Context: an optimization exercise on an open-source flow, tuned for small area and a short achievable clock period. The choices shown serve that exercise and are no tape-out recipe.
The RTL was checked by simulation tests, not by an equivalence proof against the original design.
The flow treats the clock pin as an ideal source, which a real chip does not have.
Power is estimated from default activity; no workload was simulated.

==> 07-12: inputs <==
Design ALU_DESIGN, start of the top module:
module ALU_DESIGN #(parameter DW = 8, CW = 4)(INP_VALID,OPA,OPB,CIN,CLK,RST,CMD,CE,MODE,COUT,OFLOW,RES,G,E,L,ERR);
clock: 5.0 ns
lec_check: 0
cap_margin: 20
core_margin: 2
core_utilization: 40
setup_slack_margin: 2.5
slew_margin: 20
standard.sh (not shown) runs the stock make flow with config.mk's settings and CLKGATE_MAP_FILE= SYNTH_SCRIPT=/design/flow/synth_recipe.tcl, a recipe that flattens the netlist after the stock synthesis.
==> flow/flow/run.sh <==
#!/bin/bash
# Layout flow: the standard ORFS flow (standard.sh), with two changes:
#  - synthesis is the standard script (synth_recipe.tcl, ORFS synth.tcl) except
#    that full/half-adder extraction is off (ADDER_MAP_FILE empty) and the
#    final ABC mapping runs flow/syn.abc instead of ORFS's speed script;
#    the registers are unchanged (same passes up to dfflibmap);
#  - the port buffers are sky130_fd_sc_hd__buf_2 cells instead of the
#    default delay cells;
#  - after CTS, flow/skew.tcl delays the clock of the output registers
#    (useful skew for the register-to-register paths into them).
set -uo pipefail
W=$(pwd)
{
  head -n 1 synth_recipe.tcl
  cat <<EOT
proc abc {args} {
  set i [lsearch \$args -script]
  lset args [expr {\$i + 1}] $W/flow/syn.abc
  puts "flow/run.sh: abc \$args"
  yosys abc {*}\$args
}
EOT
  tail -n +2 synth_recipe.tcl
} > my_synth.tcl
bash standard.sh SYNTH_SCRIPT=$W/my_synth.tcl ADDER_MAP_FILE= \
  "BUFFER_PORTS_ARGS=-buffer_cell sky130_fd_sc_hd__buf_2" \
  POST_CTS_TCL=$W/flow/skew.tcl finish > flow_standard.log 2>&1
rc=$?
cp -r orfs/logs flow_orfs_logs 2>/dev/null
exit $rc
==> flow/flow/skew.tcl <==
# Useful skew between registers: the output registers (RES and the flags)
# get their clock later than the registers that feed them (the second
# group, P and Q, has an empty chain here). Each group of
# target registers on one clock-tree leaf net gets a chain of delay cells.
proc skew_esc {s} { return [string map {[ \\[ ] \\]} $s] }
set skew_rx [list {^(RES\[[0-9]+\]|COUT|OFLOW|G|E|L|ERR)\$_} {^(P|Q)\[[0-9]+\]\$_}]
set skew_chain [list {sky130_fd_sc_hd__clkdlybuf4s50_1 sky130_fd_sc_hd__clkbuf_4} {}]
array unset skew_grp
foreach cell [get_cells *] {
  set name [get_full_name $cell]
  for {set gi 0} {$gi < 2} {incr gi} {
    if {[regexp [lindex $skew_rx $gi] $name]} {
      set pin [get_pins -quiet "[skew_esc $name]/CLK"]
      if {$pin eq ""} { continue }
      set net [get_full_name [get_nets -of_objects $pin]]
      lappend skew_grp([list $net $gi]) $pin
    }
  }
}
set nins 0
foreach key [lsort [array names skew_grp]] {
  lassign $key net gi
  set chain [lindex $skew_chain $gi]
  set curnet $net
  foreach bc $chain {
    set pins $skew_grp($key)
    insert_buffer -buffer_cell $bc -net [get_nets [skew_esc $curnet]] -load_pins $pins
    incr nins
    set curnet [get_full_name [get_nets -of_objects [lindex $pins 0]]]
  }
  puts "skew: group $gi on $net: [llength $skew_grp($key)] registers, now on $curnet"
}
puts "skew: inserted $nins cells"
# The skew must not be what makes the input paths meet timing: from here on
# the repair sees CIN and MODE, whose paths end mostly at the delayed
# registers, arriving later by more than the skew.
set_input_delay 1.65 -clock [get_clocks core_clock] [get_ports {CIN MODE}]
detailed_placement
estimate_parasitics -placement
repair_timing_helper
detailed_placement
check_placement -verbose
Other scripts of this flow, unchanged in this note and not shown: flow/flow/syn.abc
==> 07-18: changes against 07-12 <==
==> flow/flow/run.sh (replaced) <==
#!/bin/bash
# Layout flow: the standard ORFS flow (standard.sh), with these changes:
#  - synthesis is the standard script (synth_recipe.tcl, ORFS synth.tcl) except
#    that full/half-adder extraction is off (ADDER_MAP_FILE empty), Yosys's
#    quick ABC run inside synth is skipped (-noabc), and the final ABC
#    mapping runs in two parts: the logic downstream of the CIN port (which
#    arrives late) with flow/late.abc, the rest with flow/syn.abc, so that
#    ABC cannot fold CIN into the start of the adder's carry chain; the
#    registers are unchanged (same passes up to dfflibmap);
#  - the port buffers are sky130_fd_sc_hd__buf_2 cells instead of the
#    default delay cells;
#  - after CTS, flow/skew.tcl delays the clock of the output registers
#    (useful skew for the register-to-register paths into them).
set -uo pipefail
W=$(pwd)
{
  head -n 1 synth_recipe.tcl
  cat <<EOT
proc synth {args} { yosys synth -nofsm -noshare -noabc {*}\$args }
proc abc {args} {
  set i [lsearch \$args -script]
  set g {\$_AND_,\$_OR_,\$_XOR_,\$_XNOR_,\$_MUX_,\$_NOT_,\$_NAND_,\$_NOR_,\$_ANDNOT_,\$_ORNOT_}
  yosys select -set late w:CIN %co*:+\$g
  lset args [expr {\$i + 1}] $W/flow/syn.abc
  puts "flow/run.sh: abc \$args * @late %d"
  yosys abc {*}\$args * @late %d
  lset args [expr {\$i + 1}] $W/flow/late.abc
  puts "flow/run.sh: abc \$args @late"
  yosys abc {*}\$args @late
}
EOT
  tail -n +2 synth_recipe.tcl
} > my_synth.tcl
bash standard.sh SYNTH_SCRIPT=$W/my_synth.tcl ADDER_MAP_FILE= \
  "BUFFER_PORTS_ARGS=-buffer_cell sky130_fd_sc_hd__buf_2" \
  "CTS_ARGS=-sink_clustering_enable -repair_clock_nets -dont_use_dummy_load" \
  POST_CTS_TCL=$W/flow/skew.tcl finish > flow_standard.log 2>&1
rc=$?
cp -r orfs/logs flow_orfs_logs 2>/dev/null
exit $rc
==> flow/flow/late.abc (new file) <==
strash
dch
map -D 2000
strash
dch
map -D 2000
topo
buffer -c
upsize -c -D 2000
dnsize -c -D 2000
stime -c
--- a/flow/flow/skew.tcl
+++ b/flow/flow/skew.tcl
@@ -35,5 +35,5 @@
 # the repair sees CIN and MODE, whose paths end mostly at the delayed
 # registers, arriving later by more than the skew.
-set_input_delay 1.65 -clock [get_clocks core_clock] [get_ports {CIN MODE}]
+set_input_delay 1.6 -clock [get_clocks core_clock] [get_ports {CIN MODE}]
 detailed_placement
 estimate_parasitics -placement
Settings changed: SETUP_SLACK_MARGIN 2.5 to 2.35.
==> 04-10: changes against 07-12 <==
--- a/flow/flow/run.sh
+++ b/flow/flow/run.sh
@@ -25,4 +25,5 @@
 bash standard.sh SYNTH_SCRIPT=$W/my_synth.tcl ADDER_MAP_FILE= \
   "BUFFER_PORTS_ARGS=-buffer_cell sky130_fd_sc_hd__buf_2" \
+  "CTS_ARGS=-sink_clustering_enable -repair_clock_nets -dont_use_dummy_load" \
   POST_CTS_TCL=$W/flow/skew.tcl finish > flow_standard.log 2>&1
 rc=$?
--- a/flow/flow/skew.tcl
+++ b/flow/flow/skew.tcl
@@ -35,5 +35,5 @@
 # the repair sees CIN and MODE, whose paths end mostly at the delayed
 # registers, arriving later by more than the skew.
-set_input_delay 1.65 -clock [get_clocks core_clock] [get_ports {CIN MODE}]
+set_input_delay 1.85 -clock [get_clocks core_clock] [get_ports {CIN MODE}]
 detailed_placement
 estimate_parasitics -placement
Settings changed: CORE_UTILIZATION 40 to 45, SETUP_SLACK_MARGIN 2.5 to 2.3.
==> summary.txt <==
Design area: 07-18 is lower than 07-12 (2.4%). In synthesized area, 07-12 and 04-10 do not differ. In flip-flop and latch count, 07-18 and 07-12 do not differ. Fmax: 04-10 < 07-12 < 07-18. The lowest die area belongs to 04-10, the highest to 07-18. The lowest combinational power belongs to 04-10, the highest to 07-18. Between 07-18 and 07-12, the lower sequential share of layout area is in 07-12 (gap 0.58 points). Between 07-18 and 07-12, the lower register-to-register slack is in 07-18 (gap 0.15 ns). In sequential power, 07-12 and 04-10 hardly differ.

-- static timing again, ports no longer ideal --
No port has a modelled driver above. Below, the same layouts with a new extraction and two added sets of constraints. Step 1: set_driving_cell puts a clkbuf_16 on CLK and a buf_2 on each other input, an assumption about the parent block. Step 2, shift: input delay + t, output delay - t, t = (earliest + latest rising clock arrival at the registers) / 2. This alone moves slack from input paths to output paths. Slacks: no drivers / after step 1 / after step 2; pairs: no drivers / after step 1.
| run | t (ns) | setup slack, ns | hold WS [ns] | clock arrival spread, ns | pins driven straight from the clock port |
|---|---|---|---|---|---|
| 07-12 | 0.692 | 2.479 / 2.438 / 2.263 | 0.003 / 0.003 / 0.003 | 0.637 / 0.637 | 1 |
| 07-18 | 0.675 | 2.539 / 2.498 / 2.042 | 0.034 / 0.034 / 0.034 | 0.612 / 0.611 | 1 |
In 07-12 and 07-18 the clock reaches the registers at very different times; t lies between them, and the last value is a rough guide only. For 07-18, which loses most, drivers alone change the setup slack by -0.041 ns; drivers and shift together by -0.497 ns.
